What follows belongs to an exercise in optimizing a design on an open flow for small area; a production flow would make more cautious choices. Only simulation tests tie the RTL to the original design; equivalence was not proved. No activity file was given, so power comes from the tool's default toggle rates.

==> branch raven <==
Design RISCVunicycle, start of the top module:
module RISCVunicycle (
    input  wire        clk,
    input  wire        rst,
    input  wire [31:0] instr,
    input  wire [31:0] ReadData,
    output wire [31:0] PC,
    output wire        MemWrite,
    output wire        MemRead,
    output wire [31:0] ALUResult,
    output wire [31:0] WriteData
);
==> module register_file, before the edit <==
module register_file (
    input  wire        clk,
    input  wire        we,
    input  wire [4:0]  a1,
    input  wire [4:0]  a2,
    input  wire [4:0]  a3,
    input  wire [31:0] wd,
    output wire [31:0] rd1,
    output wire [31:0] rd2
);
    localparam NC = 4;
    localparam GW = 32 / NC;
    wire [NC*32-1:0] wsel, s1, s2;
    decode5 #(.NC(NC)) dw (.en(we),   .a(a3), .sel(wsel));
    decode5 #(.NC(NC)) d1 (.en(1'b1), .a(a1), .sel(s1));
    decode5 #(.NC(NC)) d2 (.en(1'b1), .a(a2), .sel(s2));
    wire [31:0] rq [1:31];
    genvar i, b, c;
    generate for (i = 1; i < 32; i = i + 1) begin : regs
        reg [31:0] q;
        integer g;
        always @(posedge clk)
            for (g = 0; g < NC; g = g + 1)
                if (wsel[g*32+i]) q[g*GW +: GW] <= wd[g*GW +: GW];
        assign rq[i] = q;
    end endgenerate
    generate for (b = 0; b < 32; b = b + 1) begin : bits
        wire [31:1] col;
        for (i = 1; i < 32; i = i + 1) begin : c
            assign col[i] = rq[i][b];
        end
        rmux31 m1 (.s(s1[(b/GW)*32+1 +: 31]), .d(col), .y(rd1[b]));
        rmux31 m2 (.s(s2[(b/GW)*32+1 +: 31]), .d(col), .y(rd2[b]));
    end endgenerate
endmodule
==> module decode5, before the edit <==
module decode5 #(parameter NC = 1) (
    input  wire           en,
    input  wire [4:0]     a,
    output wire [NC*32-1:0] sel
);
    wire [4:0] na;
    wire [3:0] nlo;
    wire [7:0] nhi;
    genvar k, c;
    generate for (k = 0; k < 5; k = k + 1) begin : iv
        c_inv u (.a(a[k]), .y(na[k]));
    end
    for (k = 0; k < 4; k = k + 1) begin : lo
        c_nand2 u (.a(k[0] ? a[0] : na[0]), .b(k[1] ? a[1] : na[1]), .y(nlo[k]));
    end
    for (k = 0; k < 8; k = k + 1) begin : hi
        c_nand4 u (.a(en), .b(k[0] ? a[2] : na[2]), .c(k[1] ? a[3] : na[3]),
                   .d(k[2] ? a[4] : na[4]), .y(nhi[k]));
    end
    for (c = 0; c < NC; c = c + 1) begin : cp
        assign sel[c*32] = 1'b0;
        for (k = 1; k < 32; k = k + 1) begin : o
            c_nor2 u (.a(nlo[k % 4]), .b(nhi[k / 4]), .y(sel[c*32+k]));
        end
    end endgenerate
endmodule
clock: 10.0 ns
lec_check: 0
cap_margin: 0
core_margin: 2
core_utilization: 50
setup_slack_margin: 0.1
slew_margin: 0
synth_hierarchical: 1
synth_minimum_keep_size: 0
standard.sh (not shown) runs the stock make flow with config.mk's settings and CLKGATE_MAP_FILE= SYNTH_SCRIPT=/design/flow/synth_recipe.tcl, a recipe that flattens the netlist after the stock synthesis.
==> flow/flow/run.sh <==
#!/bin/bash
# Own layout flow: the standard ORFS flow (standard.sh, unchanged synthesis)
# with two changes:
#  - plain buffers (buf_1) on the ports instead of the default port buffer,
#  - clock tree built from clkbuf_8 (clusters of up to 16 sinks, 80 um) without
#    dummy loads.
# The full make output goes to flow_make.log in the work folder; ORFS keeps its
# per-step logs under orfs/logs/.
set -euo pipefail
export BUFFER_PORTS_ARGS="-buffer_cell sky130_fd_sc_hd__buf_1"
export CTS_ARGS="-sink_clustering_enable -repair_clock_nets -dont_use_dummy_load -buf_list sky130_fd_sc_hd__clkbuf_8 -sink_clustering_size 16 -sink_clustering_max_diameter 80"
bash standard.sh > flow_make.log 2>&1
==> branch umber: changes against branch raven <==
--- a/flow/design.v
+++ b/flow/design.v
@@ -94,7 +94,7 @@
     localparam GW = 32 / NC;
     wire [NC*32-1:0] wsel, s1, s2;
-    decode5 #(.NC(NC)) dw (.en(we),   .a(a3), .sel(wsel));
-    decode5 #(.NC(NC)) d1 (.en(1'b1), .a(a1), .sel(s1));
-    decode5 #(.NC(NC)) d2 (.en(1'b1), .a(a2), .sel(s2));
+    decode5 #(.NC(NC), .EN(1)) dw (.en(we),   .a(a3), .sel(wsel));
+    decode5 #(.NC(NC), .EN(0)) d1 (.en(1'b1), .a(a1), .sel(s1));
+    decode5 #(.NC(NC), .EN(0)) d2 (.en(1'b1), .a(a2), .sel(s2));
     wire [31:0] rq [1:31];
     genvar i, b, c;
@@ -116,5 +116,5 @@
     end endgenerate
 endmodule
-module decode5 #(parameter NC = 1) (
+module decode5 #(parameter NC = 1, parameter EN = 1) (
     input  wire           en,
     input  wire [4:0]     a,
@@ -132,6 +132,11 @@
     end
     for (k = 0; k < 8; k = k + 1) begin : hi
-        c_nand4 u (.a(en), .b(k[0] ? a[2] : na[2]), .c(k[1] ? a[3] : na[3]),
-                   .d(k[2] ? a[4] : na[4]), .y(nhi[k]));
+        if (EN) begin : e
+            c_nand4 u (.a(en), .b(k[0] ? a[2] : na[2]), .c(k[1] ? a[3] : na[3]),
+                       .d(k[2] ? a[4] : na[4]), .y(nhi[k]));
+        end else begin : n
+            c_nand3 u (.a(k[0] ? a[2] : na[2]), .b(k[1] ? a[3] : na[3]),
+                       .c(k[2] ? a[4] : na[4]), .y(nhi[k]));
+        end
     end
     for (c = 0; c < NC; c = c + 1) begin : cp
Settings changed: CORE_UTILIZATION 50 to 35, SETUP_SLACK_MARGIN 0.1 to 0.2.
==> branch garnet: changes against branch raven <==
--- a/flow/design.v
+++ b/flow/design.v
@@ -94,7 +94,7 @@
     localparam GW = 32 / NC;
     wire [NC*32-1:0] wsel, s1, s2;
-    decode5 #(.NC(NC)) dw (.en(we),   .a(a3), .sel(wsel));
-    decode5 #(.NC(NC)) d1 (.en(1'b1), .a(a1), .sel(s1));
-    decode5 #(.NC(NC)) d2 (.en(1'b1), .a(a2), .sel(s2));
+    decode5 #(.NC(NC), .EN(1)) dw (.en(we),   .a(a3), .sel(wsel));
+    decode5 #(.NC(NC), .EN(0)) d1 (.en(1'b1), .a(a1), .sel(s1));
+    decode5 #(.NC(NC), .EN(0)) d2 (.en(1'b1), .a(a2), .sel(s2));
     wire [31:0] rq [1:31];
     genvar i, b, c;
@@ -116,5 +116,5 @@
     end endgenerate
 endmodule
-module decode5 #(parameter NC = 1) (
+module decode5 #(parameter NC = 1, parameter EN = 1) (
     input  wire           en,
     input  wire [4:0]     a,
@@ -132,6 +132,11 @@
     end
     for (k = 0; k < 8; k = k + 1) begin : hi
-        c_nand4 u (.a(en), .b(k[0] ? a[2] : na[2]), .c(k[1] ? a[3] : na[3]),
-                   .d(k[2] ? a[4] : na[4]), .y(nhi[k]));
+        if (EN) begin : e
+            c_nand4 u (.a(en), .b(k[0] ? a[2] : na[2]), .c(k[1] ? a[3] : na[3]),
+                       .d(k[2] ? a[4] : na[4]), .y(nhi[k]));
+        end else begin : n
+            c_nand3 u (.a(k[0] ? a[2] : na[2]), .b(k[1] ? a[3] : na[3]),
+                       .c(k[2] ? a[4] : na[4]), .y(nhi[k]));
+        end
     end
     for (c = 0; c < NC; c = c + 1) begin : cp
Settings changed: SETUP_SLACK_MARGIN 0.1 to 0.2.
==> notes <==
Branch garnet finished clean. Branch raven completed without violations. Branch umber completed without violations. Between branch garnet and branch umber, the lower fmax is in branch umber (gap 1.0%, measured against branch umber). Clock power is about the same in branch raven and branch umber. The highest register-to-register slack belongs to branch umber, the lowest to branch garnet. In clock-buffer cell count, branch garnet and branch raven do not differ. Combinational power: branch garnet is larger than branch raven (15%). Between branch raven and branch umber, the lower worst setup slack is in branch raven (gap 0.049 ns). Against branch umber, the non-clock buffer count of branch raven is lower by 48. Between branch garnet and branch umber, the lower first-iteration DRC count is in branch umber (gap 15%, measured against branch umber).
==> figures <==
                                                                           branch garnet             branch umber             branch raven
Area added between synthesis and finish                                            11.4%                    13.7%                    11.5%
Area of all placed cells without fillers                                     53700 sq um              54900 sq um              53800 sq um
Number of standard cells in the layout, taps in and fillers out                     4971                     5593                     5029
Total power consumption of the routed design                                    0.0111 W                 0.0113 W                 0.0106 W
Util after Layout                                                                  0.564                    0.400                    0.565
Placed inst area                                                             52000 sq um              53500 sq um              52300 sq um
Via count of the first global-routing pass                                         36200                    35700                    36700
DR top layer                                                                        met4                     met5                     met5
Layout fillers                                                                      7725                    12800                     7794
WHS                                                                             0.613 ns                 0.704 ns                 0.601 ns
First DRT Iteration DRCs                                                           10400                     8993                     9863
Detailed Routing Iterations Pass 1                                                    14                       14                       12
Final non-clock buffer share                                                      0.0425                   0.0531                   0.0481
Status                                                           complete, no violations  complete, no violations  complete, no violations
Number of cells on the worst reg-to-reg path                                          33                       34                       34
Bufs and invs on worst path                                                            7                        6                        6
Share of the final layout cell area in sequential cells                            0.569                    0.558                    0.568

## re-timing with driven ports
The flow's constraints put no driver on any port. The routed layouts listed below were extracted and timed again, unchanged, in two steps.
Step 1 sets driving cells, clkbuf_16 on the clock port and buf_2 on the other inputs (assumed; they add their load-dependent delay and slew).
Step 2 also shifts input and output timing later by t, the mid clock arrival at the registers, as if the neighbouring blocks saw the same clock.
Three values: no drivers, after step 1, after step 2; two values: the first two.
| run | t (ns) | setup WS [ns] | worst setup path at the end | clock arrival spread, ns |
|---|---|---|---|---|
| branch raven | 0.826 | 0.169 / 0.030 / 0.030 | input to output | 0.124 / 0.124 |
| branch umber | 0.836 | 0.218 / 0.183 / 0.183 | input to output | 0.094 / 0.095 |
| branch garnet | 0.801 | 0.315 / 0.227 / 0.227 | input to output | 0.106 / 0.106 |
After both steps setup and hold are still met in every run listed. For branch raven, which loses most, drivers alone change the setup slack by -0.139 ns; drivers and shift together by -0.139 ns.
